Source: an optimization exercise on an open RTL-to-GDS flow (aim: a short achievable clock period and few clock cycles). Production flows keep margins and buffers that such runs may drop. RTL that was checked went through simulation tests only; none was proved equivalent to the original. For run 3, only the layout was checked, not whether the RTL still works. Power figures rest on the tool's default switching activity, not on a simulated workload.

$ cat config.mk
export PLATFORM = sky130hd
export DESIGN_NAME = y86_64_top
export DESIGN_NICKNAME = y86_64_top
export VERILOG_FILES = /design/flow/design.v
export SDC_FILE = /design/flow/constraint.sdc
export NUM_CORES = 4
export LEC_CHECK = 0
export ABC_CLOCK_PERIOD_IN_PS = 4000
export CAP_MARGIN = 20
export CORE_MARGIN = 2
export CORE_UTILIZATION = 40
export PLACE_DENSITY = 0.6
export SETUP_SLACK_MARGIN = 5
export SLEW_MARGIN = 20
$ cat constraint.sdc
create_clock -name core_clock -period 10.0 [get_ports {clk}]
set_input_delay 2.0000 -clock core_clock [delete_from_list [all_inputs] [get_ports {clk}]]
set_output_delay 2.0000 -clock core_clock [all_outputs]
set_load 0.01 [all_outputs]
$ cat design.v
`timescale 1ns / 1ps
module alu(a, b, fn_sub, fn_and, fn_xor, valE, newCC);
    input  [63:0] a;
    input  [63:0] b;
    input         fn_sub;
    input         fn_and;
    input         fn_xor;
    output [63:0] valE;
    output [2:0]  newCC;      
    wire [63:0] sum = b + (fn_sub ? ~a : a) + {63'd0, fn_sub};
    assign valE = fn_and ? (a & b) : fn_xor ? (a ^ b) : sum;
    assign newCC[2] = (valE == 64'd0);
    assign newCC[1] = valE[63];
    assign newCC[0] = !fn_and && !fn_xor &&
                      (fn_sub ? (a[63] != b[63]) && (valE[63] != b[63])
                              : (a[63] == b[63]) && (valE[63] != b[63]));
endmodule
`timescale 1ns / 1ps
module cond(ifun, cc, Cnd);
    input  [3:0] ifun;
    input  [2:0] cc;
    output       Cnd;
    wire zf = cc[2];
    wire sf = cc[1];
    wire of = cc[0];
    assign Cnd = (ifun == 4'h0) |
                 (ifun == 4'h1) & ((sf ^ of) | zf) |
                 (ifun == 4'h2) & (sf ^ of) |
                 (ifun == 4'h3) & zf |
                 (ifun == 4'h4) & ~zf |
                 (ifun == 4'h5) & ~(sf ^ of) |
                 (ifun == 4'h6) & ~(sf ^ of) & ~zf;
endmodule
`timescale 1ns / 1ps
module registerFile(clock, reset, srcA, srcB, valA, valB, dstE, valE, dstM, valM);
    input         clock;
    input         reset;       
    input  [3:0]  srcA;
    input  [3:0]  srcB;
    output [63:0] valA;
    output [63:0] valB;
    input  [3:0]  dstE;
    input  [63:0] valE;
    input  [3:0]  dstM;
    input  [63:0] valM;
    wire [64*16-1:0] rv;
    assign rv[64*15 +: 64] = 64'd0;
    genvar g;
    generate
        for (g = 0; g < 15; g = g + 1) begin : gr
            reg [63:0] q;
            always @(posedge clock) begin
                if (!reset)
                    q <= (g == 4) ? 64'd8 : 64'd0;
                else if (dstM == g)
                    q <= valM;
                else if (dstE == g)
                    q <= valE;
            end
            assign rv[64*g +: 64] = q;
        end
    endgenerate
    assign valA = rv[64*srcA +: 64];
    assign valB = rv[64*srcB +: 64];
endmodule
`timescale 1ns / 1ps
module y86_64
(
    input  wire         clk,
    input  wire         rst,             
    output wire [63:0]  instr_addr,
    input  wire [79:0]  instr_din,
    output wire [63:0]  data_addr,
    input  wire [63:0]  data_din,
    output wire [63:0]  data_dout,
    output wire         data_we,
    output wire [3:0]   stat
);
localparam  IHALT   = 4'h0,
            INOP    = 4'h1,
            IRRMOVQ = 4'h2,
            IIRMOVQ = 4'h3,
            IRMMOVQ = 4'h4,
            IMRMOVQ = 4'h5,
            IOPQ    = 4'h6,
            IJXX    = 4'h7,
            ICALL   = 4'h8,
            IRET    = 4'h9,
            IPUSHQ  = 4'hA,
            IPOPQ   = 4'hB;
localparam  RRSP    = 4'h4,
            RNONE   = 4'hF;
localparam  SAOK    = 4'h1,
            SADR    = 4'h2,
            SINS    = 4'h3,
            SHLT    = 4'h4;
localparam  [13:0] FETCH_MAX = 14'd8182;    
localparam  [12:0] DATA_MAX  = 13'd8184;    
reg  [12:0]  F_pc;
reg          F_bad;
reg  [13:0]  ras;           
reg          D_valid;
reg  [3:0]   D_stat;
reg  [3:0]   D_icode;
reg  [3:0]   D_ifun;
reg  [3:0]   D_rA;
reg  [3:0]   D_rB;
reg  [63:0]  D_valC;
reg  [13:0]  D_valP;        
reg  [13:0]  D_target;      
reg          D_jxx;         
reg          D_taken;       
reg          D_resolved;    
reg          E_valid;
reg  [3:0]   E_stat;
reg  [3:0]   E_icode;
reg  [3:0]   E_ifun;
reg  [63:0]  E_a;
reg  [63:0]  E_b;
reg  [63:0]  E_d;
reg          E_bypA;
reg          E_bypB;
reg          E_bypDe;
reg          E_bypDm;
reg          E_sub;
reg          E_and;
reg          E_xor;
reg  [3:0]   E_dstE;
reg  [3:0]   E_dstM;
reg  [13:0]  E_valP;
reg  [13:0]  E_target;
reg  [13:0]  E_retpred;     
reg          E_jxx;
reg          E_taken;
reg          E_resolved;
reg          M_valid;
reg  [63:0]  M_valE;
reg  [12:0]  M_addr;
reg          M_we;
reg  [63:0]  M_wdata;
reg  [3:0]   M_dstE;
reg  [3:0]   M_dstM;
reg          M_ret;
reg  [13:0]  M_retpred;
reg  [2:0]   CC;            
reg  [3:0]   S_stat;
wire         done = S_stat != SAOK;
assign stat       = S_stat;
assign instr_addr = {51'd0, F_pc};
assign data_addr  = {51'd0, M_addr};
assign data_dout  = M_wdata;
assign data_we    = M_we;
wire [3:0]   f_icode = F_bad ? INOP : instr_din[7:4];
wire [3:0]   f_ifun  = instr_din[3:0];
reg          f_valid_ins;
always @(*) begin
    case (f_icode)
        IOPQ   : f_valid_ins = f_ifun <= 4'h3;
        IJXX   : f_valid_ins = f_ifun <= 4'h6;
        4'hD   : f_valid_ins = 1'b0;
        4'hE   : f_valid_ins = 1'b0;
        4'hF   : f_valid_ins = 1'b0;
        default: f_valid_ins = 1'b1;
    endcase
end
wire [3:0]   f_stat = F_bad ? SADR : !f_valid_ins ? SINS : f_icode == IHALT ? SHLT : SAOK;
wire f_need_regids = f_icode == IRRMOVQ || f_icode == IIRMOVQ || f_icode == IRMMOVQ || f_icode == IMRMOVQ ||
                     f_icode == IOPQ || f_icode == IPUSHQ || f_icode == IPOPQ;
wire f_need_valC   = f_icode == IIRMOVQ || f_icode == IRMMOVQ || f_icode == IMRMOVQ ||
                     f_icode == IJXX || f_icode == ICALL;
wire [13:0]  pc1  = {1'b0, F_pc} + 14'd1;
wire [13:0]  pc2  = {1'b0, F_pc} + 14'd2;
wire [13:0]  pc9  = {1'b0, F_pc} + 14'd9;
wire [13:0]  pc10 = {1'b0, F_pc} + 14'd10;
wire [13:0]  f_valP = f_need_valC ? (f_need_regids ? pc10 : pc9) : (f_need_regids ? pc2 : pc1);
wire         f_valP_bad = f_valP > FETCH_MAX;
wire [63:0]  f_valC = f_need_regids ? instr_din[79:16] : instr_din[71:8];
wire         f_tgt_bad = (|instr_din[71:21]) || ({1'b0, instr_din[20:8]} > FETCH_MAX);
wire [13:0]  f_target = {f_tgt_bad, instr_din[20:8]};
wire         f_jxx  = !F_bad && f_icode == IJXX && f_ifun <= 4'h6;
wire         f_call = !F_bad && f_icode == ICALL;
wire         f_ret  = !F_bad && f_icode == IRET;
wire         cc_busy = (D_valid && D_icode == IOPQ) || (E_valid && E_icode == IOPQ);
wire         f_cnd;
cond f_cond(.ifun(f_ifun), .cc(CC), .Cnd(f_cnd));
wire         f_resolved = f_ifun == 4'h0 || !cc_busy;
wire         f_backward = instr_din[20:8] <= F_pc;
wire         f_guess    = f_backward || f_ifun == 4'h4 || f_ifun == 4'h5 || f_ifun == 4'h6;
wire         f_taken    = f_resolved ? f_cnd : f_guess;
wire [13:0]  f_pred = (f_jxx && f_taken) || f_call ? f_target :
                      f_ret ? ras :
                      {f_valP_bad, f_valP[12:0]};
wire [3:0] d_srcA = (D_icode == IRRMOVQ || D_icode == IRMMOVQ || D_icode == IOPQ || D_icode == IPUSHQ) ? D_rA : RNONE;
wire [3:0] d_srcB = (D_icode == IRMMOVQ || D_icode == IMRMOVQ || D_icode == IOPQ) ? D_rB :
                    (D_icode == ICALL || D_icode == IRET || D_icode == IPUSHQ || D_icode == IPOPQ) ? RRSP :
                    RNONE;
wire [3:0] d_dstE = (D_icode == IRRMOVQ || D_icode == IIRMOVQ || D_icode == IOPQ) ? D_rB :
                    (D_icode == ICALL || D_icode == IRET || D_icode == IPUSHQ || D_icode == IPOPQ) ? RRSP :
                    RNONE;
wire [3:0] d_dstM = (D_icode == IMRMOVQ || D_icode == IPOPQ) ? D_rA : RNONE;
wire       d_a_alu = D_icode == IRRMOVQ || D_icode == IOPQ;
wire [63:0] rf_valA, rf_valB;
wire [3:0]  e_dstE;
wire        m_fwdA_M = d_srcA != RNONE && d_srcA == M_dstM;
wire        m_fwdA_E = d_srcA != RNONE && d_srcA == M_dstE;
wire        m_fwdB_M = d_srcB != RNONE && d_srcB == M_dstM;
wire        m_fwdB_E = d_srcB != RNONE && d_srcB == M_dstE;
wire [63:0] d_valA = m_fwdA_M ? data_din : m_fwdA_E ? M_valE : rf_valA;
wire [63:0] d_valB = m_fwdB_M ? data_din : m_fwdB_E ? M_valE : rf_valB;
wire        e_hitA_M = d_srcA != RNONE && d_srcA == E_dstM;
wire        e_hitA_E = d_srcA != RNONE && d_srcA == e_dstE;
wire        e_hitB_M = d_srcB != RNONE && d_srcB == E_dstM;
wire        e_hitB_E = d_srcB != RNONE && d_srcB == e_dstE;
wire        load_use = D_valid && ((d_a_alu && e_hitA_M) || e_hitB_M);
wire        d_resolvable = D_jxx && !D_resolved && !(E_valid && E_icode == IOPQ);
wire        d_cnd;
cond d_cond(.ifun(D_ifun), .cc(CC), .Cnd(d_cnd));
wire [63:0] e_a = E_bypA ? M_valE : E_a;
wire [63:0] e_b = E_bypB ? M_valE : E_b;
wire [63:0] e_valE;
wire [2:0]  e_newCC;
alu alu(
    .a(e_a),
    .b(e_b),
    .fn_sub(E_sub),
    .fn_and(E_and),
    .fn_xor(E_xor),
    .valE(e_valE),
    .newCC(e_newCC)
);
wire        e_cnd;
cond e_cond(.ifun(E_ifun), .cc(CC), .Cnd(e_cnd));
assign      e_dstE = (E_icode == IRRMOVQ && !e_cnd) ? RNONE : E_dstE;
wire        e_addr_from_b = E_icode == IRET || E_icode == IPOPQ;
wire [63:0] e_addr  = e_addr_from_b ? e_b : e_valE;
wire        e_mem   = E_icode == IRMMOVQ || E_icode == IMRMOVQ || E_icode == ICALL ||
                      E_icode == IRET || E_icode == IPUSHQ || E_icode == IPOPQ;
wire        e_store = E_icode == IRMMOVQ || E_icode == ICALL || E_icode == IPUSHQ;
wire        e_addr_ok = ~|e_addr[63:13] && e_addr[12:0] <= DATA_MAX;
wire        e_dfault = E_stat == SAOK && e_mem && !e_addr_ok;
wire [3:0]  e_stat  = e_dfault ? SADR : E_stat;
wire        e_mispredict = E_valid && E_jxx && !E_resolved && e_cnd != E_taken;
wire [13:0] e_redirect_pc = e_cnd ? E_target : E_valP;
wire [63:0] e_wdata = E_bypDm ? data_din : E_bypDe ? M_valE : E_d;
wire        m_ret_bad  = (|data_din[63:13]) || ({1'b0, data_din[12:0]} > FETCH_MAX);
wire        m_ret_hit  = !M_retpred[13] && ~|data_din[63:13] && data_din[12:0] == M_retpred[12:0];
wire        redir_M    = M_valid && M_ret && !m_ret_hit;
wire        redir_E    = !redir_M && e_mispredict;
wire        redir_D    = !redir_M && !e_mispredict && D_valid && d_resolvable && d_cnd != D_taken;
wire        stall      = load_use;
wire        e_declare = E_valid && e_stat != SAOK && !redir_M;
wire        d_declare = D_valid && D_stat != SAOK && !redir_M && !e_mispredict &&
                        !(E_valid && E_icode == IRET);
always @(posedge clk) begin
    if (!rst)
        S_stat <= SAOK;
    else if (!done) begin
        if (e_declare)
            S_stat <= e_stat;
        else if (d_declare)
            S_stat <= D_stat;
    end
end
always @(posedge clk) begin
    if (!rst) begin
        F_pc  <= 13'd0;
        F_bad <= 1'b0;
    end else if (redir_M) begin
        F_pc  <= data_din[12:0];
        F_bad <= m_ret_bad;
    end else if (redir_E) begin
        F_pc  <= e_redirect_pc[12:0];
        F_bad <= e_redirect_pc[13];
    end else if (redir_D) begin
        F_pc  <= d_cnd ? D_target[12:0] : D_valP[12:0];
        F_bad <= d_cnd ? D_target[13] : (D_valP > FETCH_MAX);
    end else if (!stall) begin
        F_pc  <= f_pred[12:0];
        F_bad <= f_pred[13];
    end
end
always @(posedge clk) begin
    if (!rst)
        ras <= 14'd0;
    else if (f_call && !stall)
        ras <= {f_valP_bad, f_valP[12:0]};
end
always @(posedge clk) begin
    if (!rst || redir_M || redir_E || redir_D) begin
        D_valid    <= 1'b0;
        D_stat     <= SAOK;
        D_icode    <= INOP;
        D_ifun     <= 4'h0;
        D_rA       <= RNONE;
        D_rB       <= RNONE;
        D_jxx      <= 1'b0;
        D_taken    <= 1'b0;
        D_resolved <= 1'b0;
    end else if (!stall) begin
        D_valid    <= 1'b1;
        D_stat     <= f_stat;
        D_icode    <= f_icode;
        D_ifun     <= f_ifun;
        D_rA       <= f_need_regids ? instr_din[15:12] : RNONE;
        D_rB       <= f_need_regids ? instr_din[11:8] : RNONE;
        D_jxx      <= f_jxx;
        D_taken    <= f_taken;
        D_resolved <= f_resolved;
    end
end
always @(posedge clk) begin
    if (!stall) begin
        D_valC   <= f_valC;
        D_valP   <= f_valP;
        D_target <= f_target;
    end
end
always @(posedge clk) begin
    if (!rst || redir_M || redir_E || stall) begin
        E_valid    <= 1'b0;
        E_stat     <= SAOK;
        E_icode    <= INOP;
        E_ifun     <= 4'h0;
        E_dstE     <= RNONE;
        E_dstM     <= RNONE;
        E_jxx      <= 1'b0;
        E_resolved <= 1'b0;
        E_bypA     <= 1'b0;
        E_bypB     <= 1'b0;
        E_bypDe    <= 1'b0;
        E_bypDm    <= 1'b0;
        E_sub      <= 1'b0;
        E_and      <= 1'b0;
        E_xor      <= 1'b0;
    end else begin
        E_valid    <= D_valid;
        E_stat     <= D_stat;
        E_icode    <= D_icode;
        E_ifun     <= D_ifun;
        E_dstE     <= d_dstE;
        E_dstM     <= d_dstM;
        E_jxx      <= D_jxx;
        E_resolved <= D_resolved || d_resolvable;
        E_bypA     <= d_a_alu && e_hitA_E;
        E_bypB     <= e_hitB_E;
        E_bypDe    <= !d_a_alu && e_hitA_E && !e_hitA_M;
        E_bypDm    <= !d_a_alu && e_hitA_M;
        E_sub      <= D_icode == IOPQ && D_ifun == 4'h1;
        E_and      <= D_icode == IOPQ && D_ifun == 4'h2;
        E_xor      <= D_icode == IOPQ && D_ifun == 4'h3;
    end
end
always @(posedge clk) begin
    E_a <= d_a_alu ? d_valA :
           (D_icode == IIRMOVQ || D_icode == IRMMOVQ || D_icode == IMRMOVQ) ? D_valC :
           (D_icode == ICALL || D_icode == IPUSHQ) ? 64'hFFFF_FFFF_FFFF_FFF8 :
           (D_icode == IRET || D_icode == IPOPQ) ? 64'd8 :
           64'd0;
    E_b <= (D_icode == IRRMOVQ || D_icode == IIRMOVQ) ? 64'd0 : d_valB;
    E_d <= D_icode == ICALL ? {50'd0, D_valP} : d_valA;
    E_valP    <= {D_valP > FETCH_MAX, D_valP[12:0]};
    E_target  <= D_target;
    E_taken   <= D_taken ^ (d_resolvable && d_cnd != D_taken);
end
reg [13:0] d_retpred;
always @(posedge clk) begin
    if (!stall)
        d_retpred <= f_pred;
end
always @(posedge clk) begin
    E_retpred <= d_retpred;
end
always @(posedge clk) begin
    if (!rst || redir_M) begin
        M_valid <= 1'b0;
        M_dstE  <= RNONE;
        M_dstM  <= RNONE;
        M_we    <= 1'b0;
        M_ret   <= 1'b0;
    end else begin
        M_valid <= E_valid;
        M_dstE  <= E_valid ? e_dstE : RNONE;
        M_dstM  <= E_valid ? E_dstM : RNONE;
        M_we    <= E_valid && e_store && E_stat == SAOK && e_addr_ok && !done;
        M_ret   <= E_valid && E_icode == IRET && E_stat == SAOK;
    end
end
always @(posedge clk) begin
    M_valE    <= e_valE;
    M_addr    <= e_addr[12:0];
    M_wdata   <= e_wdata;
    M_retpred <= E_retpred;
end
always @(posedge clk) begin
    if (!rst)
        CC <= 3'b100;
    else if (E_valid && E_icode == IOPQ && E_stat == SAOK && !redir_M)
        CC <= e_newCC;
end
registerFile rf(
    .clock(clk),
    .reset(rst),
    .srcA(d_srcA),
    .srcB(d_srcB),
    .valA(rf_valA),
    .valB(rf_valB),
    .dstE(M_dstE),
    .valE(M_valE),
    .dstM(M_dstM),
    .valM(data_din)
);
endmodule
`timescale 1ns / 1ps
module y86_64_top
(
    input  wire         clk,
    input  wire         rst_n,           
    output wire [63:0]  imem_addr,       
    input  wire [79:0]  imem_data,       
    output wire [63:0]  dmem_addr,       
    input  wire [63:0]  dmem_rdata,      
    output wire [63:0]  dmem_wdata,      
    output wire         dmem_we,         
    output wire [3:0]   stat             
);
y86_64 y86_64_pipe (
    .clk(clk),
    .rst(rst_n),
    .instr_addr(imem_addr),
    .instr_din(imem_data),
    .data_addr(dmem_addr),
    .data_din(dmem_rdata),
    .data_dout(dmem_wdata),
    .data_we(dmem_we),
    .stat(stat)
);
endmodule
$ cat run.sh
#!/bin/bash
# synth_recipe.tcl (not shown) runs the flow's synth.tcl, then flattens the netlist and writes it again
# the make line also repeats each setting of config.mk as NAME=value (left out here)
make -C /OpenROAD-flow-scripts/flow DESIGN_CONFIG=/design/flow/config.mk WORK_HOME=/design/flow/orfs CLKGATE_MAP_FILE= SYNTH_SCRIPT=/design/flow/synth_recipe.tcl finish
==> flow_metrics.tcl, run 1 <==
set metrics [dict create \
    status "timing/DRC/antenna clean" \
    drtIter0Drc 14100 \
    ios 343 \
    cts_root_buffer "clkbuf_16" \
    ys_seq_elements 1553 \
    fillers 21500 \
    powerDensity_mw_per_mm2 194 \
    syn_area_mm2 0.0916 \
    max_cap_violations 0 \
    core_area_mm2 0.227 \
    p_leak_nw 38.1 \
    layout_commonest_cell "mux2i_1" \
    post-route-worst-setup-slack_ps 4350 \
    via_per_inst 6.70 \
    rsz0062_at_grt "yes" \
    cp-end-kind "flop" \
    syn_inst 11100 \
    clk_latency_ps 880 \
    cp_slowest_stage_delay_ps 620 \
    r2r-start "y86_64_pipe.E_bypA$_SDFF_PP0_" \
    grt_max_degree 201 \
    multi_input_area_mm2 0.0558 \
    hold_class "flop to flop" \
    synth_edf_count 106 \
    antenna_found_initial 43 \
    rows 175 \
    relSlewSlack_pct 11.5 \
    dp_cells 13300 \
    cp.depth 24 \
    hp-start "y86_64_pipe.E_retpred[8]$_DFF_P_" \
    drive_above_1_share_pct 11.5 \
    first_global_vias 86800 \
    r2r_slack_ps 4350 \
    cts_max_level 4 \
    worstPathArrival_ps 6410 \
    worstRegToRegCells 24 \
    total_power_mw 20.3 \
    min_period_over_period_pct 56.5 \
    setup_viol_count_final 0 \
    io_buffer_count 239 \
    clockBufferDepth 3 \
    setup_tns_ps 0 \
    wl_per_cell_um 32.6 \
    ys_warn_count 2 \
    crit_chain "buf_12, buf_16, mux2_4, xor2_4, fa_2, a21o_1, a221oi_4, buf_4, buf_4, o22a_1, nand2_2, a31oi_1, a22oi_2, buf_6, o211ai_1, nand2b_1, a21boi_2, xor2_1, a21oi_1, or4_1, nor4_4, buf_12, nand2_2, o211a_1" \
    hold_depth 0 \
    area_growth_pct 14.2 \
    stdcell_count 13800 \
    timing.rr.end "y86_64_pipe.S_stat[1]$_SDFFE_PN0P_" \
    tightest_slew_ps 1330 \
    most-common-layout-cells "mux2i_1, dfxtp_1, nor2_1" \
    grt-ovfl-total 0 \
    num_vias 92200 \
    dpl.hpwl_mm 259 \
    worstSetupPathType "flop to flop" \
    period_minus_slack_ps 5650 \
    final-seq-area_mm2 0.0322 \
    skew_ps 49.1 \
    grt_pass1_wl_mm 627 \
    fp.dieW_um 483 \
    max_freq_mhz 177 \
    whs_endpoint "y86_64_pipe.M_retpred[8]$_DFF_P_" \
    startpoint "y86_64_pipe.E_bypA$_SDFF_PP0_" \
    holdWs_ps 328 \
    dieArea_mm2 0.233 \
    critPathBufInv 6 \
    cpMaxStageDelayCell "or4_1" \
    cts_tree "built" \
    postRouteAntennaNets 0 \
    path_max_fanout 7 \
    yosysUniqueCellTypes 101 \
    gp_congestion 1.04 \
    hold_violations 0 \
    synth-main-ff-cell "dfxtp_1" \
    syn_avg_cell_area_um2 8.29 \
    cts_sinks 1553 \
    ir_worst_vdd_mv 0.187 \
    path_clk_slew_ps 60 \
    post-place-ws_ps 1960 \
    die_h_um 483 \
    nets 10900 \
    start_util_pct 40.3 \
    yosysSeqAreaShare_pct 35.1 \
    async_flop_share_pct 0 \
    startpoint_type "flop" \
    cts-buffers-inserted 180 \
    path_delay_family "compound AO/OA/AOI/OAI gates" \
    drv_slew 0 \
    wl_mm 448 \
    ctsHoldBuffers 0 \
    grt_usage_pct 36.5 \
    drc 0 \
    drt-pass1-iter-count 7 \
    cp.required_ps 10760 \
]
report_power, final:
part	switching, mW	internal [mW]
logic	3.26	1.73
registers	1.16	6.77
clock network	3.07	4.27
total	7.49	12.8
synthesized netlist by cell type, drive strengths merged, types with 75 or more instances:
cell type | count | area [um^2]
a211oi | 1014 | 7610
edfxtp | 106 | 3180
ha | 137 | 1710
o22ai | 165 | 1030
mux2i | 1468 | 14700
a31oi | 217 | 1360
and3 | 79 | 499
nor3 | 255 | 1280
mux2 | 182 | 2050
buf | 341 | 1730
inv | 106 | 398
a21oi | 574 | 2880
nor2 | 1352 | 5070
clkbuf | 1006 | 3780
o21ai | 277 | 1390
xnor2 | 94 | 823
a311oi | 75 | 663
xor2 | 112 | 981
nand2 | 1133 | 4250
o221ai | 251 | 2200
dfxtp | 1447 | 29000
worst reg2reg max path: stages (launching register included):
cell and delay [ps]:
dfxtp_4 380, buf_12 140, buf_16 170, mux2_4 350, xor2_4 170, fa_2 360
a21o_1 230, a221oi_4 340, buf_4 170, buf_4 100, o22a_1 180, nand2_2 100
a31oi_1 230, a22oi_2 80, buf_6 180, o211ai_1 320, nand2b_1 150, a21boi_2 200
xor2_1 160, a21oi_1 180, or4_1 620, nor4_4 300, buf_12 170, nand2_2 60
o211a_1 210
routing by layer:
metal | wire (um) | share of wire (%) | track usage, % | vias up
li1 | - | - | - | 39100
met1 | 167000 | 37 | 45.3 | 44300
met2 | 187000 | 42 | 53.8 | 6936
met3 | 54400 | 12 | 9.76 | 1899
met4 | 39600 | 8.8 | 27.5 | 24
met5 | 167 | 0.037 | 0 | -
final cells by class:
type	count	share of cell area, %
well taps	3009	3.60
inverters	107	0.393
repair buffers	571	5.58
clock buffers	253	5.06
clock inverters	85	1.17
flip-flops and latches	1553	30.8
diodes	33	0.0789
multi-input cells	8155	53.3
cell families (layout without fill, tap and decap cells):
logic type               after synthesis  in the layout  synth area share [%]
other                                  1            136               0.00409
flip-flops                          1553           1553                  35.1
AO/OA/AOI/OAI                       2889           2890                  21.6
multiplexers                        1650           1650                  18.3
buffers and inverters               1454           1016                  6.45
AND/OR/NAND/NOR                     3159           3164                  14.6
XOR/XNOR                             207            207                  1.99
adder cells (fa/ha/maj)              141            141                  1.93
state kept, by name, indices dropped and copies added, names as in the netlist, 13 cells and up:
| register | flops |
|---|---|
| y86_64_pipe.E_retpred | 14 |
| y86_64_pipe.E_d | 64 |
| y86_64_pipe.D_valC | 64 |
| y86_64_pipe.M_retpred | 14 |
| y86_64_pipe.F_pc | 13 |
| y86_64_pipe.rf.gr.q | 960 |
| y86_64_pipe.M_wdata | 64 |
| y86_64_pipe.ras | 14 |
| y86_64_pipe.d_retpred | 14 |
| y86_64_pipe.E_target | 14 |
| y86_64_pipe.D_valP | 14 |
| y86_64_pipe.D_target | 14 |
| y86_64_pipe.M_valE | 64 |
| y86_64_pipe.E_valP | 14 |
| y86_64_pipe.E_a | 64 |
| y86_64_pipe.E_b | 64 |
| y86_64_pipe.M_addr | 13 |
worst max-delay path by stage:
stage | endpoint | slack, ps
after detailed placement | y86_64_pipe.M_we$_SDFF_PP0_ | 1960
after floorplan | y86_64_pipe.S_stat[1]$_SDFFE_PN0P_ | 4730
after global routing | y86_64_pipe.S_stat[2]$_SDFFE_PN0P_ | 4230
after CTS | y86_64_pipe.S_stat[1]$_SDFFE_PN0P_ | 4440
final | y86_64_pipe.S_stat[1]$_SDFFE_PN0P_ | 4350
after global placement | y86_64_pipe.M_we$_SDFF_PP0_ | 2130
per-stage QoR:
stage	cell area, um^2	util, %
after floorplan	92400	-
after global placement	95300	41.9
after detailed placement	95300	41.9
after CTS	104000	45.5
after global routing	105000	46.0
final	105000	46.0
repair_timing:
item / in CTS / in global routing
pin swaps: 55 / 58
resized for setup: 266 / 207
setup endpoints to repair: 219 / 124
buffers inserted: 68 / 33
cloned: 9 / 5
Testbench counts, summed over its fixed seeds: cycles 121,568.
==> run 2: changes to the inputs <==
--- a/config.mk
+++ b/config.mk
@@ -5,10 +5,8 @@
 export SDC_FILE = /design/flow/constraint.sdc
 export NUM_CORES = 4
 export LEC_CHECK = 0
-export ABC_CLOCK_PERIOD_IN_PS = 4000
 export CAP_MARGIN = 20
 export CORE_MARGIN = 2
 export CORE_UTILIZATION = 40
 export PLACE_DENSITY = 0.6
-export SETUP_SLACK_MARGIN = 5
 export SLEW_MARGIN = 20
==> flow_metrics.tcl, run 2 <==
set metrics [dict create \
    yosys.area.top_type "dfxtp_1" \
    synth_top_area_share_pct 31.6 \
    rsz0062_at_grt "no" \
    grt-ovfl-total 0 \
    dr_wl_met3_mm 46.5 \
    startpoint_type "flop" \
    cts_setup_buffers 0 \
    cp.required_ps 10760 \
    grt_usage_pct 35.6 \
    async_flop_share_pct 0 \
    skew_ps 39.3 \
    via_per_inst 6.64 \
    path_max_fanout 21 \
    drive_above_1_share_pct 8.30 \
    ctsHoldBuffers 0 \
    path_clk_slew_ps 70 \
    setup_viol_count_final 0 \
    setup_tns_ps 0 \
    cp-end-kind "flop" \
    io_buffer_count 239 \
    wl_per_cell_um 31.8 \
    tightest_slew_ps 1290 \
    num_vias 90600 \
    first_global_vias 85200 \
    hold_violations 0 \
    yosysUniqueCellTypes 101 \
    ys_warn_count 2 \
    max_cap_violations 0 \
    area_growth_pct 10.8 \
    cts_resized 0 \
    cts_root_buffer "clkbuf_16" \
    cts-buffers-inserted 180 \
    max_freq_mhz 138 \
    wl_met2_mm 184 \
    period_minus_slack_ps 7250 \
    syn_area_mm2 0.0916 \
    nets 10700 \
    largest-register "y86_64_pipe.rf.gr.q" \
    grt_pass1_wl_mm 612 \
    largest_reg_flops 960 \
    layout_commonest_cell "mux2i_1" \
    final_area_mm2 0.101 \
    p_leak_nw 36.8 \
    drt-pass1-iter-count 8 \
    ir_worst_vdd_mv 0.170 \
    ys_seq_elements 1553 \
    most-common-layout-cells "mux2i_1, dfxtp_1, nor2_1" \
    gp_congestion 1.01 \
    clockBufferDepth 3 \
    dieArea_mm2 0.233 \
    min_period_over_period_pct 72.5 \
    clk_latency_ps 900 \
    start_util_pct 40.3 \
    synth_common_cells "mux2i_1, dfxtp_1, nor2_1, nand2_1, a211oi_1" \
    cts_max_level 4 \
    grt_max_degree 190 \
    relSlewSlack_pct 13.6 \
    yosysMostFrequentCell "mux2i_1" \
    wl_met1_mm 167 \
    synth_area_leaders "dfxtp_1, mux2i_1, a211oi_1, nor2_1, nand2_1" \
    drc 0 \
    cts_sinks 1553 \
    dpl.hpwl_mm 263 \
    syn_inst 11100 \
    drv_slew 0 \
    status "timing/DRC/antenna clean" \
    worstSetupPathType "flop to flop" \
    yosysSeqAreaShare_pct 35.1 \
    wl_mm 434 \
    highest_layer "met5" \
    synth_edf_count 106 \
    antenna_found_initial 29 \
    powerDensity_mw_per_mm2 192 \
    cts_tree "built" \
    syn_avg_cell_area_um2 8.29 \
    ios 343 \
    placed_cell_area_mm2 0.0951 \
    fp.dieW_um 483 \
    hold_class "flop to flop" \
    core_area_mm2 0.227 \
    rows 175 \
    drtIter0Drc 13000 \
    worstPathArrival_ps 8020 \
    synth-main-ff-cell "dfxtp_1" \
    postRouteAntennaNets 0 \
    die_h_um 483 \
]
[run 2: final cells by class]
type / instances / area, um^2
timing repair buffer: 462 / 4300
multi-input combinational: 8149 / 54500
tap: 3009 / 3760
antenna: 34 / 85.1
clock buffer: 255 / 5220
clock inverter: 78 / 1020
sequential: 1553 / 32200
fill: 21900 / 126000
inverter: 107 / 409
[run 2: through the flow]
step / worst slack, ps / power (mW) / util [%] / hold slack [ps] / instances
floorplan: 3640 / 10.3 / - / 310 / 11200
global placement: 2390 / 12.3 / 41.8 / 310 / 13300
detailed placement: 2440 / 12.3 / 41.8 / 313 / 13300
CTS: 2860 / 19.3 / 44.5 / 324 / 13600
global route: 2340 / 20.0 / 44.6 / 328 / 13600
finish: 2750 / 19.5 / 44.6 / 325 / 13600
[run 2: layer usage]
| metal | global-route usage, % | up-vias |
|---|---|---|
| li1 | - | 38900 |
| met1 | 45.0 | 43500 |
| met2 | 53.1 | 6439 |
| met3 | 8.11 | 1704 |
| met4 | 25.9 | 12 |
| met5 | 0 | - |
[run 2: where the power goes]
| part | switching [mW] | internal [mW] |
|---|---|---|
| Combinational | 3.00 | 1.53 |
| Sequential | 1.14 | 6.76 |
| Clock | 3.04 | 4.02 |
[run 2: kinds of logic (layout without fill, tap and decap cells)]
logic type | after synthesis | count (layout) | share of synthesized area, %
AOI/OAI and AO/OA | 2889 | 2889 | 21.6
xor gates and xnor gates | 207 | 207 | 1.99
adders and majority gates | 141 | 141 | 1.93
buffers and inverters | 1454 | 902 | 6.45
DFF | 1553 | 1553 | 35.1
muxes | 1650 | 1650 | 18.3
other | 1 | 137 | 0.00409
and+or+nand+nor | 3159 | 3159 | 14.6
[run 2: path summary, 6_finish.rpt]
path	from	cells after the start	slack [ps]	end
min reg2reg	y86_64_pipe.E_retpred[5]$_DFF_P_	0	330	y86_64_pipe.M_retpred[5]$_DFF_P_
max reg2reg	y86_64_pipe.M_valE[0]$_DFF_P_	19	2750	y86_64_pipe.S_stat[1]$_SDFFE_PN0P_
max	y86_64_pipe.M_valE[0]$_DFF_P_	19	2750	y86_64_pipe.S_stat[1]$_SDFFE_PN0P_
min	y86_64_pipe.E_retpred[5]$_DFF_P_	0	330	y86_64_pipe.M_retpred[5]$_DFF_P_
[run 2: critical path, cell delays in order (launching register included)]
cell and delay (ps):
dfxtp_1 930, mux2_2 400, mux2_2 380, fa_1 470
a21o_1 190, a221oi_1 780, nor2_1 130, o311a_1 390
o2111ai_1 270, nand3_1 250, a31oi_1 550, o21ai_0 220
xnor2_1 170, a21oi_1 150, or4_1 570, or4b_1 490
nor4_2 180, buf_4 240, nand2_1 90, o211a_1 240
==> run 3: changes to the inputs <==
--- a/design.v
+++ b/design.v
@@ -7,13 +7,18 @@
     input         fn_xor;
     output [63:0] valE;
     output [2:0]  newCC;      
-    wire [63:0] sum = b + (fn_sub ? ~a : a) + {63'd0, fn_sub};
+    wire [63:0] ai = fn_sub ? ~a : a;
+    wire [64:0] s65 = {b, 1'b1} + {ai, fn_sub};
+    wire [63:0] sum = s65[64:1];
     assign valE = fn_and ? (a & b) : fn_xor ? (a ^ b) : sum;
-    assign newCC[2] = (valE == 64'd0);
+    wire zf_add = ((a ^ b) ^ {(a[62:0] | b[62:0]), 1'b0}) == 64'd0;
+    wire zf_eq  = (a ^ b) == 64'd0;
+    wire zf_and = (a & b) == 64'd0;
+    assign newCC[2] = fn_and ? zf_and : (fn_sub | fn_xor) ? zf_eq : zf_add;
     assign newCC[1] = valE[63];
     assign newCC[0] = !fn_and && !fn_xor &&
-                      (fn_sub ? (a[63] != b[63]) && (valE[63] != b[63])
-                              : (a[63] == b[63]) && (valE[63] != b[63]));
+                      (fn_sub ? (a[63] != b[63]) && (sum[63] != b[63])
+                              : (a[63] == b[63]) && (sum[63] != b[63]));
 endmodule
 `timescale 1ns / 1ps
 module cond(ifun, cc, Cnd);
@@ -120,6 +125,8 @@
 reg  [63:0]  E_d;
 reg          E_bypA;
 reg          E_bypB;
+reg          E_bypAm;
+reg          E_bypBm;
 reg          E_bypDe;
 reg          E_bypDm;
 reg          E_sub;
@@ -150,6 +157,9 @@
 assign data_addr  = {51'd0, M_addr};
 assign data_dout  = M_wdata;
 assign data_we    = M_we;
+wire [2:0]   e_newCC;
+wire         e_sets_cc = E_valid && E_icode == IOPQ;
+wire [2:0]   d_cc = e_sets_cc ? {e_newCC[2], CC[1:0]} : CC;
 wire [3:0]   f_icode = F_bad ? INOP : instr_din[7:4];
 wire [3:0]   f_ifun  = instr_din[3:0];
 reg          f_valid_ins;
@@ -180,10 +190,10 @@
 wire         f_jxx  = !F_bad && f_icode == IJXX && f_ifun <= 4'h6;
 wire         f_call = !F_bad && f_icode == ICALL;
 wire         f_ret  = !F_bad && f_icode == IRET;
-wire         cc_busy = (D_valid && D_icode == IOPQ) || (E_valid && E_icode == IOPQ);
 wire         f_cnd;
-cond f_cond(.ifun(f_ifun), .cc(CC), .Cnd(f_cnd));
-wire         f_resolved = f_ifun == 4'h0 || !cc_busy;
+cond f_cond(.ifun(f_ifun), .cc(d_cc), .Cnd(f_cnd));
+wire         f_resolved = f_ifun == 4'h0 ||
+                          (!(D_valid && D_icode == IOPQ) && (!e_sets_cc || f_ifun == 4'h3 || f_ifun == 4'h4));
 wire         f_backward = instr_din[20:8] <= F_pc;
 wire         f_guess    = f_backward || f_ifun == 4'h4 || f_ifun == 4'h5 || f_ifun == 4'h6;
 wire         f_taken    = f_resolved ? f_cnd : f_guess;
@@ -211,14 +221,13 @@
 wire        e_hitA_E = d_srcA != RNONE && d_srcA == e_dstE;
 wire        e_hitB_M = d_srcB != RNONE && d_srcB == E_dstM;
 wire        e_hitB_E = d_srcB != RNONE && d_srcB == e_dstE;
-wire        load_use = D_valid && ((d_a_alu && e_hitA_M) || e_hitB_M);
-wire        d_resolvable = D_jxx && !D_resolved && !(E_valid && E_icode == IOPQ);
+wire        d_zf_only = D_ifun == 4'h3 || D_ifun == 4'h4;
+wire        d_resolvable = D_jxx && !D_resolved && (!e_sets_cc || d_zf_only);
 wire        d_cnd;
-cond d_cond(.ifun(D_ifun), .cc(CC), .Cnd(d_cnd));
-wire [63:0] e_a = E_bypA ? M_valE : E_a;
-wire [63:0] e_b = E_bypB ? M_valE : E_b;
+cond d_cond(.ifun(D_ifun), .cc(d_cc), .Cnd(d_cnd));
+wire [63:0] e_a = E_bypAm ? data_din : E_bypA ? M_valE : E_a;
+wire [63:0] e_b = E_bypBm ? data_din : E_bypB ? M_valE : E_b;
 wire [63:0] e_valE;
-wire [2:0]  e_newCC;
 alu alu(
     .a(e_a),
     .b(e_b),
@@ -232,11 +241,19 @@
 cond e_cond(.ifun(E_ifun), .cc(CC), .Cnd(e_cnd));
 assign      e_dstE = (E_icode == IRRMOVQ && !e_cnd) ? RNONE : E_dstE;
 wire        e_addr_from_b = E_icode == IRET || E_icode == IPOPQ;
-wire [63:0] e_addr  = e_addr_from_b ? e_b : e_valE;
+wire        e_addr_down   = E_icode == ICALL || E_icode == IPUSHQ;
+wire [12:0] e_addr  = e_addr_from_b ? e_b[12:0] : e_valE[12:0];
 wire        e_mem   = E_icode == IRMMOVQ || E_icode == IMRMOVQ || E_icode == ICALL ||
                       E_icode == IRET || E_icode == IPUSHQ || E_icode == IPOPQ;
 wire        e_store = E_icode == IRMMOVQ || E_icode == ICALL || E_icode == IPUSHQ;
-wire        e_addr_ok = ~|e_addr[63:13] && e_addr[12:0] <= DATA_MAX;
+wire [13:0] e_lo    = {1'b0, e_b[12:0]} + {1'b0, E_a[12:0]};
+wire [50:0] e_hx    = e_b[63:13] ^ E_a[63:13];
+wire [50:0] e_ho    = e_b[63:13] | E_a[63:13];
+wire        e_hi_zero = (e_hx ^ {e_ho[49:0], e_lo[13]}) == 51'd0;
+wire        e_ok_disp = e_hi_zero && e_lo[12:0] <= DATA_MAX;
+wire        e_ok_down = ~|e_b[63:14] && (e_b[13] ? e_b[12:0] == 13'd0 : e_b[12:3] != 10'd0);
+wire        e_ok_b    = ~|e_b[63:13] && e_b[12:0] <= DATA_MAX;
+wire        e_addr_ok = e_addr_from_b ? e_ok_b : e_addr_down ? e_ok_down : e_ok_disp;
 wire        e_dfault = E_stat == SAOK && e_mem && !e_addr_ok;
 wire [3:0]  e_stat  = e_dfault ? SADR : E_stat;
 wire        e_mispredict = E_valid && E_jxx && !E_resolved && e_cnd != E_taken;
@@ -247,7 +264,7 @@
 wire        redir_M    = M_valid && M_ret && !m_ret_hit;
 wire        redir_E    = !redir_M && e_mispredict;
 wire        redir_D    = !redir_M && !e_mispredict && D_valid && d_resolvable && d_cnd != D_taken;
-wire        stall      = load_use;
+wire        stall      = 1'b0;
 wire        e_declare = E_valid && e_stat != SAOK && !redir_M;
 wire        d_declare = D_valid && D_stat != SAOK && !redir_M && !e_mispredict &&
                         !(E_valid && E_icode == IRET);
@@ -327,6 +344,8 @@
         E_resolved <= 1'b0;
         E_bypA     <= 1'b0;
         E_bypB     <= 1'b0;
+        E_bypAm    <= 1'b0;
+        E_bypBm    <= 1'b0;
         E_bypDe    <= 1'b0;
         E_bypDm    <= 1'b0;
         E_sub      <= 1'b0;
@@ -341,8 +360,10 @@
         E_dstM     <= d_dstM;
         E_jxx      <= D_jxx;
         E_resolved <= D_resolved || d_resolvable;
-        E_bypA     <= d_a_alu && e_hitA_E;
-        E_bypB     <= e_hitB_E;
+        E_bypA     <= d_a_alu && e_hitA_E && !e_hitA_M;
+        E_bypB     <= e_hitB_E && !e_hitB_M;
+        E_bypAm    <= d_a_alu && e_hitA_M;
+        E_bypBm    <= e_hitB_M;
         E_bypDe    <= !d_a_alu && e_hitA_E && !e_hitA_M;
         E_bypDm    <= !d_a_alu && e_hitA_M;
         E_sub      <= D_icode == IOPQ && D_ifun == 4'h1;
@@ -387,7 +408,7 @@
 end
 always @(posedge clk) begin
     M_valE    <= e_valE;
-    M_addr    <= e_addr[12:0];
+    M_addr    <= e_addr;
     M_wdata   <= e_wdata;
     M_retpred <= E_retpred;
 end
==> flow/run.sh (new file) <==
#!/bin/bash
set -euo pipefail
MARGIN=${MARGIN:-6.5}
bash standard.sh SETUP_SLACK_MARGIN=$MARGIN finish > standard_make.log 2>&1
==> standard.sh (new file) <==
#!/bin/bash
# synth_recipe.tcl (not shown) runs the flow's synth.tcl, then flattens the netlist and writes it again
# the make line also repeats each setting of config.mk as NAME=value (left out here)
make -C /OpenROAD-flow-scripts/flow DESIGN_CONFIG=/design/flow/config.mk WORK_HOME=/design/flow/orfs CLKGATE_MAP_FILE= SYNTH_SCRIPT=/design/flow/synth_recipe.tcl "${@:-finish}"
--- a/config.mk
+++ b/config.mk
@@ -5,6 +5,7 @@
 export SDC_FILE = /design/flow/constraint.sdc
 export NUM_CORES = 4
 export LEC_CHECK = 0
+export ABC_CLOCK_PERIOD_IN_PS = 3500
 export CAP_MARGIN = 20
 export CORE_MARGIN = 2
 export CORE_UTILIZATION = 40
removed: run.sh
==> flow_metrics.tcl, run 3 <==
set metrics [dict create \
    status "timing/DRC/antenna clean" \
    dpl.hpwl_mm 292 \
    ios 343 \
    start_util_pct 40.3 \
    syn_inst 11600 \
    yosys.area.top_type "dfxtp_1" \
    drive_above_1_share_pct 16.0 \
    io_buffer_count 239 \
    worstSetupPathType "input port to flop" \
    ys_seq_elements 1555 \
    p_leak_nw 41.7 \
    drc 0 \
    setup_tns_ps 0 \
    grt_usage_pct 40.6 \
    gp_congestion 1.01 \
    final-seq-area_mm2 0.0313 \
    wl_mm 512 \
    tightest_slew_ps 1460 \
    switching_share_pct 37.6 \
    largest-register "y86_64_pipe.rf.gr.q" \
    ys_warn_count 2 \
    most-common-layout-cells "dfxtp_1, mux2i_1, nor2_1" \
    wl_per_cell_um 34.8 \
    antenna_found_initial 66 \
    clockBufferDepth 3 \
    hold_violations 0 \
    fp.dieW_um 489 \
    core_area_mm2 0.233 \
    drtIter0Drc 15400 \
    die_h_um 489 \
    nets 11800 \
    worstPathArrival_ps 6000 \
    path_max_fanout 13 \
    cts_root_buffer "clkbuf_16" \
    skew_ps 81.7 \
    min_period_over_period_pct 51.9 \
    stdcell_count 14700 \
    cpMaxStageDelayCell "or4_4" \
    synth_common_cells "dfxtp_1, mux2i_1, nor2_1, nand2_1, a211oi_1" \
    startpoint_type "input port" \
    clk_latency_ps 930 \
    synth_top_area_share_pct 33.1 \
    powerDensity_mw_per_mm2 184 \
    grt-ovfl-total 0 \
    yosysMostFrequentCell "dfxtp_1" \
    combPwrFrac_pct 31.2 \
    fillers 21900 \
    dieArea_mm2 0.239 \
    first_global_vias 91800 \
    num_vias 98500 \
    post-place-ws_ps 2090 \
    max_freq_mhz 193 \
    rows 177 \
    drt-pass1-iter-count 9 \
    p_sw_mw 8.00 \
    yosysSeqAreaShare_pct 33.1 \
    cts_tree "built" \
    max_cap_violations 0 \
    via_per_inst 6.68 \
    cp_common_cell "buf_12" \
    drv_slew 0 \
    critPathBufInv 5 \
    total_power_mw 21.3 \
    cp_slowest_stage_delay_ps 570 \
    dp_cells 13900 \
    post-route-worst-setup-slack_ps 4810 \
    hold_class "flop to flop" \
    path_clk_slew_ps 60 \
    period_minus_slack_ps 5190 \
    async_flop_share_pct 0 \
    p_int_mw 13.3 \
    ir_worst_vdd_mv 0.158 \
    grt_pass1_wl_mm 701 \
    synth-main-ff-cell "dfxtp_1" \
    cts_max_level 4 \
    cp-end-kind "flop" \
    yosysUniqueCellTypes 96 \
    syn_avg_cell_area_um2 8.10 \
    cts_sinks 1555 \
    setup_viol_count_final 0 \
    grt_max_degree 206 \
    layout_commonest_cell "dfxtp_1" \
    cp.required_ps 10820 \
    relSlewSlack_pct 2.14 \
    multi_input_area_mm2 0.0620 \
    power_frac_seq_pct 35.4 \
    synth_edf_count 0 \
    rsz0062_at_grt "yes" \
    cts-buffers-inserted 181 \
    path_delay_family "simple AND/OR/NAND/NOR gates" \
    postRouteAntennaNets 0 \
    largest_reg_flops 960 \
    crit_chain "buf_12, buf_12, a21oi_4, ha_4, a22oi_2, nand4_1, or4_4, or4_4, o211ai_4, buf_12, buf_6, and4_4, o21ai_4, and2_4, o21ai_4, buf_12, mux2_2, o211a_1" \
    syn_area_mm2 0.0939 \
    clock_power_share_pct 33.5 \
    area_growth_pct 22.9 \
    synth_area_leaders "dfxtp_1, mux2i_1, a211oi_1, nor2_1, nand2_1" \
]
==> run 3: changes by cell type after synthesis, sizes merged, moves of 85 or more <==
cell	change
nand2	+135
ha	+131
nor3	-134
mux2	-139
o21ai	+157
xnor2	+118
dfxtp	+108
clkbuf	+85
inv	+136
a211oi	+96
edfxtp	-106
==> run 3: cell families after synthesis <==
kind of cell / after synthesis / share of synthesized area (%)
compound gates: 3153 / 22.9
xor+xnor: 272 / 2.54
fa+ha+maj: 269 / 3.59
buf+inv: 1611 / 6.91
flops: 1555 / 33.1
mux: 1550 / 16.6
other cells: 1 / 0.00399
simple gates: 3179 / 14.3
==> run 3: final timing paths <==
| path | from | slack (ps) | to | cells after the start |
|---|---|---|---|---|
| worst max-delay path | dmem_rdata[54] | 4810 | y86_64_pipe.F_pc[7]$_SDFF_PN0_ | 18 |
| worst min-delay path | y86_64_pipe.E_retpred[11]$_DFF_P_ | 330 | y86_64_pipe.M_retpred[11]$_DFF_P_ | 0 |
| worst min register to register | y86_64_pipe.E_retpred[11]$_DFF_P_ | 330 | y86_64_pipe.M_retpred[11]$_DFF_P_ | 0 |
| worst max register to register | y86_64_pipe.M_valE[13]$_DFF_P_ | 4830 | y86_64_pipe.F_pc[7]$_SDFF_PN0_ | 17 |
==> run 3: layer usage <==
layer	global-route usage, %	wire length [um]	vias to the layer above
met1	50.6	193000	47300
li1	-	-	41400
met5	0	436	-
met3	15.0	70700	2131
met2	57.5	206000	7561
met4	28.0	42300	50
==> run 3: area by class of cell <==
type                            count  share of cell area, %
Tap cell                         3132                   3.40
Sequential cell                  1555                   27.1
Clock buffer                      273                   4.70
Timing Repair inverter              1                0.00976
Multi-Input combinational cell   8537                   53.7
Antenna cell                       45                 0.0976
Clock inverter                     60                  0.784
Timing Repair Buffer              889                   9.37
Inverter                          243                  0.823
==> run 3: timing repair <==
item,CTS,global route
hold buffers,0,0
gates resized for setup,1626,202
endpoints found under the setup margin,1165,777
pin swaps,248,86
cloned,68,9
buffers inserted,298,70
endpoints found under the hold margin,0,0
==> run 3: per-stage QoR <==
stage                     util [%]  hold WS, ps  area, um^2
after floorplan                  -          310       95700
after global placement        42.3          314       98500
after detailed placement      42.3          314       98500
after CTS                     48.8          331      114000
after global routing          49.5          333      115000
final                         49.5          332      115000
==> run 3: power by group through the flow <==
stage / Combinational, mW / Sequential, mW / Clock (mW)
floorplan: 3.91 / 6.83 / 0
global placement: 5.12 / 7.57 / 0
detailed placement: 5.14 / 7.59 / 0
CTS: 6.23 / 7.45 / 7.12
global route: 6.92 / 7.54 / 7.38
finish: 6.63 / 7.53 / 7.12

## re-timing with driven ports
In the flow no input, the clock included, has a driving cell. The finished layouts below were timed again as built, in two steps. Step 1 sets driving cells, clkbuf_16 on the clock port and buf_2 on the other inputs (assumed; they add their load-dependent delay and slew). Step 2 adds t to the input delays and takes it off the output delays; t is the mean of the earliest and latest rising clock arrival at the registers after step 1. Input paths then give back, and output paths get back, about the clock's delay inside the block. a / b / c = ideal / step 1 / step 2; a / b = the first two.
| run | shift t [ns] | slack for setup (ns) | worst hold slack (ns) | slew at the worst register clock pin (ns) |
|---|---|---|---|---|
| run 1 | 0.970 | 4.350 / 4.350 / 3.646 | 0.328 / 0.328 / 0.328 | 0.07 / 0.07 |
| run 2 | 0.974 | 2.748 / 2.748 / 2.205 | 0.325 / 0.325 / 0.325 | 0.07 / 0.07 |
| run 3 | 0.989 | 4.812 / 4.697 / 3.708 | 0.332 / 0.332 / 0.332 | 0.07 / 0.07 |
After both steps setup and hold are still met in every run listed. For run 3, which loses most, drivers alone change the setup slack by -0.115 ns; drivers and shift together by -1.104 ns.
